This design comes from an exercise in tuning for small area and a short achievable clock period on the open sky130 flow, not from production work. Function was checked by simulation only, so behaviour that the tests miss may differ from the original. Power and IR drop assume default switching activity.

## flow/design.v (module list and top-level ports; edited modules follow where they fit)
// module i3c_regs: 1093 lines
// module i3c_slave_regs: 214 lines
module i3c_slave_regs (
  input               PRESETn,
  input               PCLK,
  input               PSEL,
  input               PENA,
  input        [11:2] PADDR,
  input               PWRITE,
  output       [31:0] PRDATA,
  input        [31:0] PWDATA,
  output              wr_err,
  output              cf_SlvEna,
  output              cf_SlvNack,
  output        [7:0] cf_SlvSA,
  output              cf_IdRand,
  output              cf_Offline,
  output       [31:0] cf_Partno,
  output        [7:0] cf_IdBcr,
  output        [7:0] cf_IdDcr,
  output       [14:0] cf_IdVid,
  output              cf_DdrOK,
  output       [11:0] cf_MaxRd,
  output       [11:0] cf_MaxWr,
  output       [23:0] cf_RstActTim,
  output        [7:0] cf_BAMatch,
  output       [15:0] cf_TCclk,
  output              cf_s0ignore,
  output              cf_matchss,
  output              cf_IbiExtData,
  output        [1:0] cf_HdrCmd,
  output        [6:0] cf_CccMask,
  output        [7:0] SetDA,
  input       [29:28] raw_ActState,
  input       [27:24] raw_EvState,
  input         [2:0] raw_TimeC,
  input         [6:0] raw_Request,
  input         [7:0] raw_DynAddr,
  input         [2:0] raw_DynChgCause,
  input        [12:0] raw_match_idx,
  output       [19:8] reg_IntEna,
  output        [5:0] reg_DmaCtrl,
  input        [19:8] inp_IntStates,
  output        [2:0] reg_EvPend,
  output        [7:0] reg_EvIbiByte,
  input               inp_EvNoCancel,
  input       [22:20] inp_EvDet,
  input         [5:0] inp_GenErr,
  input        [11:8] inp_DataErr,
  output        [5:0] msk_GenErr,
  output       [11:8] msk_DataErr,
  output       [19:8] reg_clrIntStates,
  output        [5:0] reg_clrGenErr,
  output       [11:8] reg_clrDataErr,
  output              reg_holdOErr,
  input               inpflg_MaxRd,
  input               inpflg_MaxWr,
  input        [11:0] inp_MaxRW,
  output              reg_TbEnd,
  output              reg_TbFlush,
  output              reg_FbFlush,
  input               inp_dma_last_tb,
  output        [5:4] reg_TxTrig,
  output        [7:6] reg_RxTrig,
  input       [20:16] inp_TxCnt,
  input       [28:24] inp_RxCnt,
  input               inp_TxFull,
  input               inp_RxEmpty,
  output        [1:0] regflg_wr_cnt,
  output        [7:0] reg_wdata,
  output        [1:0] regflg_rd_cnt,
  input         [7:0] inp_fb_data,
  output        [8:7] reg_ActMode,
  output        [3:0] reg_PendInt,
  output       [15:8] reg_StatusRes,
  input               hdr_new_cmd,
  input         [7:0] raw_hdr_cmd,
  output       [10:0] ibi_wr_fifo,
  input               ibi_wr_ack
  );
  // ...
==> flow/run.sh <==
#!/bin/bash
# synth_recipe.tcl (not shown) runs the flow's synth.tcl, then flattens the netlist and writes it again
# the make line also repeats each setting of config.mk as NAME=value (left out here)
make -C /OpenROAD-flow-scripts/flow DESIGN_CONFIG=/design/flow/config.mk WORK_HOME=/design/flow/orfs CLKGATE_MAP_FILE= SYNTH_SCRIPT=/design/flow/synth_recipe.tcl finish
==> flow/config.mk <==
export PLATFORM = sky130hd
export DESIGN_NAME = i3c_slave_regs
export DESIGN_NICKNAME = i3c_slave_regs
export VERILOG_FILES = /design/flow/design.v
export SDC_FILE = /design/flow/constraint.sdc
export NUM_CORES = 4
export LEC_CHECK = 0
export CAP_MARGIN = 20
export CORE_MARGIN = 2
export CORE_UTILIZATION = 40
export SLEW_MARGIN = 20
==> flow/constraint.sdc <==
create_clock -name core_clock -period 8.0 [get_ports {PCLK}]
set_input_delay 1.6000 -clock core_clock [delete_from_list [all_inputs] [get_ports {PCLK}]]
set_output_delay 1.6000 -clock core_clock [all_outputs]
set_load 0.01 [all_outputs]
==> run_results.csv, run 1 <==
group,metric,value,unit
synthesis,ys_ff_latch,278,
worst_setup_path,cp_slowest_cell,"nor2b_1",
routing,wl_met3,7740,um
synthesis,syn-cell-area,14900,um2
timing,drv_slew,0,
routing,drt_iter0_drc,1638,
clock_network,tritoncts,"done",
cells_and_area,multi_input_area,7310,um2
timing,finalWorstSetupSlack,1.13,ns
clock_network,cts.sinks,278,
status,status,"finished clean",
place,gp_congestion,0.963,
power_and_ir_drop,pwr_density_cell,161,nW/um2
timing,final.period_utilization,0.859,
cells_and_area,largest_reg_flops,32,
cells_and_area,drive_gt1_frac,0.204,
cells_and_area,utilization,0.573,
routing,drc_errors,0,
cells_and_area,regMostFlops,"regs.partno_reg.partno_r",
worst_setup_path,cp-endpoint,"PRDATA[4]",
cells_and_area,seq_area,7010,um2
timing,tightestPinTransition,1.10,ns
global_route,grt_overflow,0,
synthesis,yosys.area_share.adder,0.00336,
clock_network,clockRootBuffer,"clkbuf_16",
synthesis,synth_compound_area_frac,0.139,
global_route,grt_util_met2,0.575,
routing,avgViaCountPerCell,6.16,
clock_network,clkTransAtPathRegs,0.06,ns
timing,setup-violations-final,0,
synthesis,synth_top_cell_area_share,0.401,
worst_setup_path,critical_path_class,"input port to primary output",
synthesis,yosysSeqAreaShare,0.470,
cells_and_area,area_delta_synth_final,40.9,%
clock_network,cts_resized,0,
synthesis,synthSimpleGateAreaFrac,0.145,
cells_and_area,bufAreaShareNonClock,0.233,
place,dp_cells,2268,
worst_hold_path,min_path_type,"flip-flop to flip-flop",
cells_and_area,multi_input_area_share,0.348,
clock_network,cts_buffer_depth,3,
synthesis,synth_xor_area_frac,0,
power_and_ir_drop,irDropWorstVdd,130,uV
==> inputs of run 2 (changes only) <==
==> flow/flow/run.sh (new file) <==
#!/bin/bash
set -euo pipefail
export BUFFER_PORTS_ARGS="-buffer_cell sky130_fd_sc_hd__buf_1"
bash standard.sh finish > flow_standard.log 2>&1
==> flow/standard.sh (new file) <==
#!/bin/bash
# synth_recipe.tcl (not shown) runs the flow's synth.tcl, then flattens the netlist and writes it again
# the make line also repeats each setting of config.mk as NAME=value (left out here)
make -C /OpenROAD-flow-scripts/flow DESIGN_CONFIG=/design/flow/config.mk WORK_HOME=/design/flow/orfs CLKGATE_MAP_FILE= SYNTH_SCRIPT=/design/flow/synth_recipe.tcl "${@:-finish}"
removed: flow/run.sh
==> run 2 against run 1 <==
Compared with the run above:
- still clean
- combinational power shrank 18%
- sequential power about the same
- clock power fell by 5%
- flip-flop and latch count is the same
- largest cell class unchanged
==> run_results.csv, run 2 <==
group,metric,value,unit
status,status,"finished clean",
global_route,track_usage,0.363,
routing,wl_met3,7640,um
synthesis,yosys_most_used_dff,"dfrtp_1",
power_and_ir_drop,p_int,2.35,mW
synthesis,yosys_warnings,1,
clock_network,clockRootBuffer,"clkbuf_16",
routing,wl_met1,29400,um
timing,fin_hold_ws,0.485,ns
synthesis,yosysMostFrequentCell,"dfrtp_1",
global_route,grt_start_max_net_pins,153,
cells_and_area,area_delta_synth_final,21.6,%
die,die_h,197,um
worst_setup_path,cp_slowest_cell,"nor4b_1",
clock_network,cts_htree_levels,1,
power_and_ir_drop,power_frac_comb,0.098,
timing,final.min_clock_period,6.49,ns
routing,avgViaCountPerCell,6.24,
cells_and_area,drive_gt1_frac,0.203,
clock_network,cts_buffer_depth,3,
place,gp_congestion,0.957,
worst_setup_path,cpMostUsedCell,"buf_4",
cells_and_area,fin_nets,1993,
cells_and_area,layout_commonest_cell,"buf_1",
synthesis,syn-cell-area,14900,um2
synthesis,synth_top_area_cell,"dfrtp_1",
synthesis,synth_common_cells,"dfrtp_1, mux2_2, nand2_1",
clock_network,cts_resized,0,
place,dp_hpwl,52800,um
worst_setup_path,worstPathRequired,6.40,ns
power_and_ir_drop,p_leak,7.84,nW
clock_network,numCtsBuffers,31,
worst_setup_path,cp-start-kind,"input port",
timing,drv_slew,0,
global_route,grt_pass1_wl,101000,um
worst_setup_path,cp.arrival,4.89,ns
routing,postRouteAntennaNets,0,
timing,maxSlewHeadroom,0.228,
place,dp_slack,1.75,ns
global_route,grt_pass1_vias,13924,
timing,finalHoldViolCount,0,
place,port_buffers,447,
run,maxCapViolations,0,
routing,routed_wl,72400,um
timing,final.period_utilization,0.811,
timing,fmax,154,MHz
power_and_ir_drop,clkPwrFrac,0.452,
clock_network,worst_skew_pair.late_latency,0.59,ns
synthesis,synth_area_leaders,"dfrtp_1, mux2_2, dfstp_2, mux2i_1, a21oi_1",
routing,firstDrtPassIters,8,
cells_and_area,top_regs,"regs.partno_reg.partno_r: 32 flops, regs.rstact_tim.rsttimes_r: 24 flops, regs.tcclk_reg.tcclk_r: 16 flops",
synthesis,synth_top_cell_area_share,0.401,
timing,tightestPinTransition,1.15,ns
die,dieArea,38800,um2
clock_network,post_cts_buffers,0,
global_route,antenna_found_initial,10,
cells_and_area,regMostFlops,"regs.partno_reg.partno_r",
worst_hold_path,min_path_type,"flip-flop to flip-flop",
routing,wl_per_cell,31.1,um
routing,drt_iter0_drc,1771,
worst_setup_path,worstPathCellList,"clkbuf_2 -> buf_4 -> nor2b_1 -> buf_4 -> nand2_1 -> nor4b_1 -> a2111oi_0 -> a31oi_1 -> buf_1",
clock_network,cts.sinks,278,
synthesis,yosysSeqAreaShare,0.470,
die,fp.dieW,197,um
timing,finClkSkew,0.0180,ns
die,initial_core_util,0.406,
synthesis,async_flop_share,1.00,
worst_setup_path,critPathTopFamily,"buffers and inverters",
die,io_pins,465,
synthesis,synth.avg_cell_area,10.5,um2
routing,wl_met2,32000,um
global_route,grt_overflow,0,
clock_network,clkTransAtPathRegs,0.07,ns
routing,drc_errors,0,
die,rows,70,
timing,finalSetupTns,0,ns
power_and_ir_drop,p_sw_frac,0.272,
worst_setup_path,critical_path_class,"input port to primary output",
power_and_ir_drop,p_seq_frac,0.451,
synthesis,synth.distinct_cells,77,
power_and_ir_drop,irDropWorstVdd,153,uV
routing,dr.max_layer_used,"met5",
worst_setup_path,end_kind,"primary output",
clock_network,tritoncts,"done",
synthesis,ys_ff_latch,278,
cells_and_area,largest_reg_flops,32,
clock_network,postCtsHoldBufs,0,
cells_and_area,mostFrequentLayoutCells,"buf_1, dfrtp_1, mux2_2",
timing,rsz0062_at_grt,"no",
power_and_ir_drop,p_switching,0.880,mW
worst_setup_path,max_stage_delay,0.65,ns
worst_setup_path,crit_fanout,34,
synthesis,netlist_instances,1416,
timing,finalWorstSetupSlack,1.51,ns
synthesis,synth_edf_count,0,
timing,setup-violations-final,0,
power_and_ir_drop,pwr_density_cell,178,nW/um2
routing,dr_total_vias,14523,
worst_setup_path,critPathBufInv,4,
die,coreArea,36700,um2
run 2: cells by family (layout without fill, tap and decap cells):
logic type               count (synthesis)  in the layout  share of synthesized area
AND/OR/NAND/NOR                        405            405                      0.145
AO/OA/AOI/OAI                          309            309                      0.139
flip-flops                             278            278                      0.470
multiplexers                           272            272                      0.200
buffers and inverters                  147            585                     0.0431
adder cells (fa/ha/maj)                  4              4                    0.00336
other                                    1              8                   0.000251
run 2: path summary, 6_finish.rpt:
| path | end | start | slack [ns] | depth (start not counted) |
|---|---|---|---|---|
| setup / recovery | PRDATA[4] | PADDR[3] | 1.51 | 9 |
| max in group asynchronous | regs.ibi_fifo_mux.data_r[7]$_DFFE_PN0P_ | PRESETn | 5.30 | 2 |
| setup reg to reg | regs.wrda_reg.wr_da[6]$_DFFE_PN0P_ | regs.slv_ena$_DFFE_PN0P_ | 5.64 | 4 |
| min in group asynchronous | regs.partno_reg.partno_r[22]$_DFFE_PN0P_ | PRESETn | 1.13 | 1 |
| hold / removal | flip-flop | flip-flop | 0.48 | 2 |
| hold reg to reg | flip-flop | flip-flop | 0.48 | 2 |
run 2: area by class of cell:
| cell class | instances | area [um2] |
|---|---|---|
| Antenna cell | 5 | 12.5 |
| Clock buffer | 46 | 892 |
| Clock inverter | 12 | 119 |
| Fill cell | 3524 | 18600 |
| Inverter | 25 | 93.8 |
| Multi-Input combinational cell | 993 | 7320 |
| Sequential cell | 278 | 7010 |
| Tap cell | 468 | 586 |
| Timing Repair Buffer | 502 | 2110 |
run 2: metrics by stage:
step                total power, mW  std cells  utilization  cell area (um2)
finish                         3.23       2329        0.494            18100
floorplan                      1.60       1418            -            14900
detailed placement             1.79       2266        0.466            17100
CTS                            3.22       2324        0.493            18100
global placement               1.78       2266        0.466            17100
global route                   3.31       2328        0.494            18100
run 2: tightest hold or removal path, delay by kind of cell, from the launching register on:
family	cells	cell delay (ns)
buffers and inverters	1	0.05
flip-flops	1	0.38
multiplexers	1	0.06
run 2: routing by layer:
layer | vias to the layer above | track usage
li1 | 6067 | -
met1 | 7311 | 0.497
met2 | 969 | 0.552
met3 | 174 | 0.0831
met4 | 2 | 0.154
met5 | - | 0
run 2: power groups by stage:
stage | clock network [mW] | registers (mW) | logic [mW]
6_report | 1.46 | 1.46 | 0.316
5_1_grt | 1.52 | 1.46 | 0.331
4_1_cts | 1.46 | 1.45 | 0.310
3_5_place_dp | 0 | 1.48 | 0.308
3_3_place_gp | 0 | 1.48 | 0.305
2_1_floorplan | 0 | 1.48 | 0.123

## static timing again, ports no longer ideal
The flow's constraints put no driver on any port. The routed layouts listed below were extracted and timed again, unchanged, in two steps. Step 1 sets driving cells, clkbuf_16 on the clock port and buf_2 on the other inputs (assumed; they add their load-dependent delay and slew). Step 2 also shifts input and output timing later by t, the mid clock arrival at the registers, as if the neighbouring blocks saw the same clock. a / b / c = no drivers / after step 1 / after step 2; a / b = the first two.
run	t, ns	slack for setup (ns)	worst slew at a driven data input, ns
run 1	0.573	1.129 / 1.060 / 1.060	0.13
run 2	0.627	1.510 / 1.458 / 1.458	0.10
After both steps setup and hold are still met in every run listed. For run 1, which loses most, drivers alone change the setup slack by -0.069 ns; drivers and shift together by -0.069 ns.
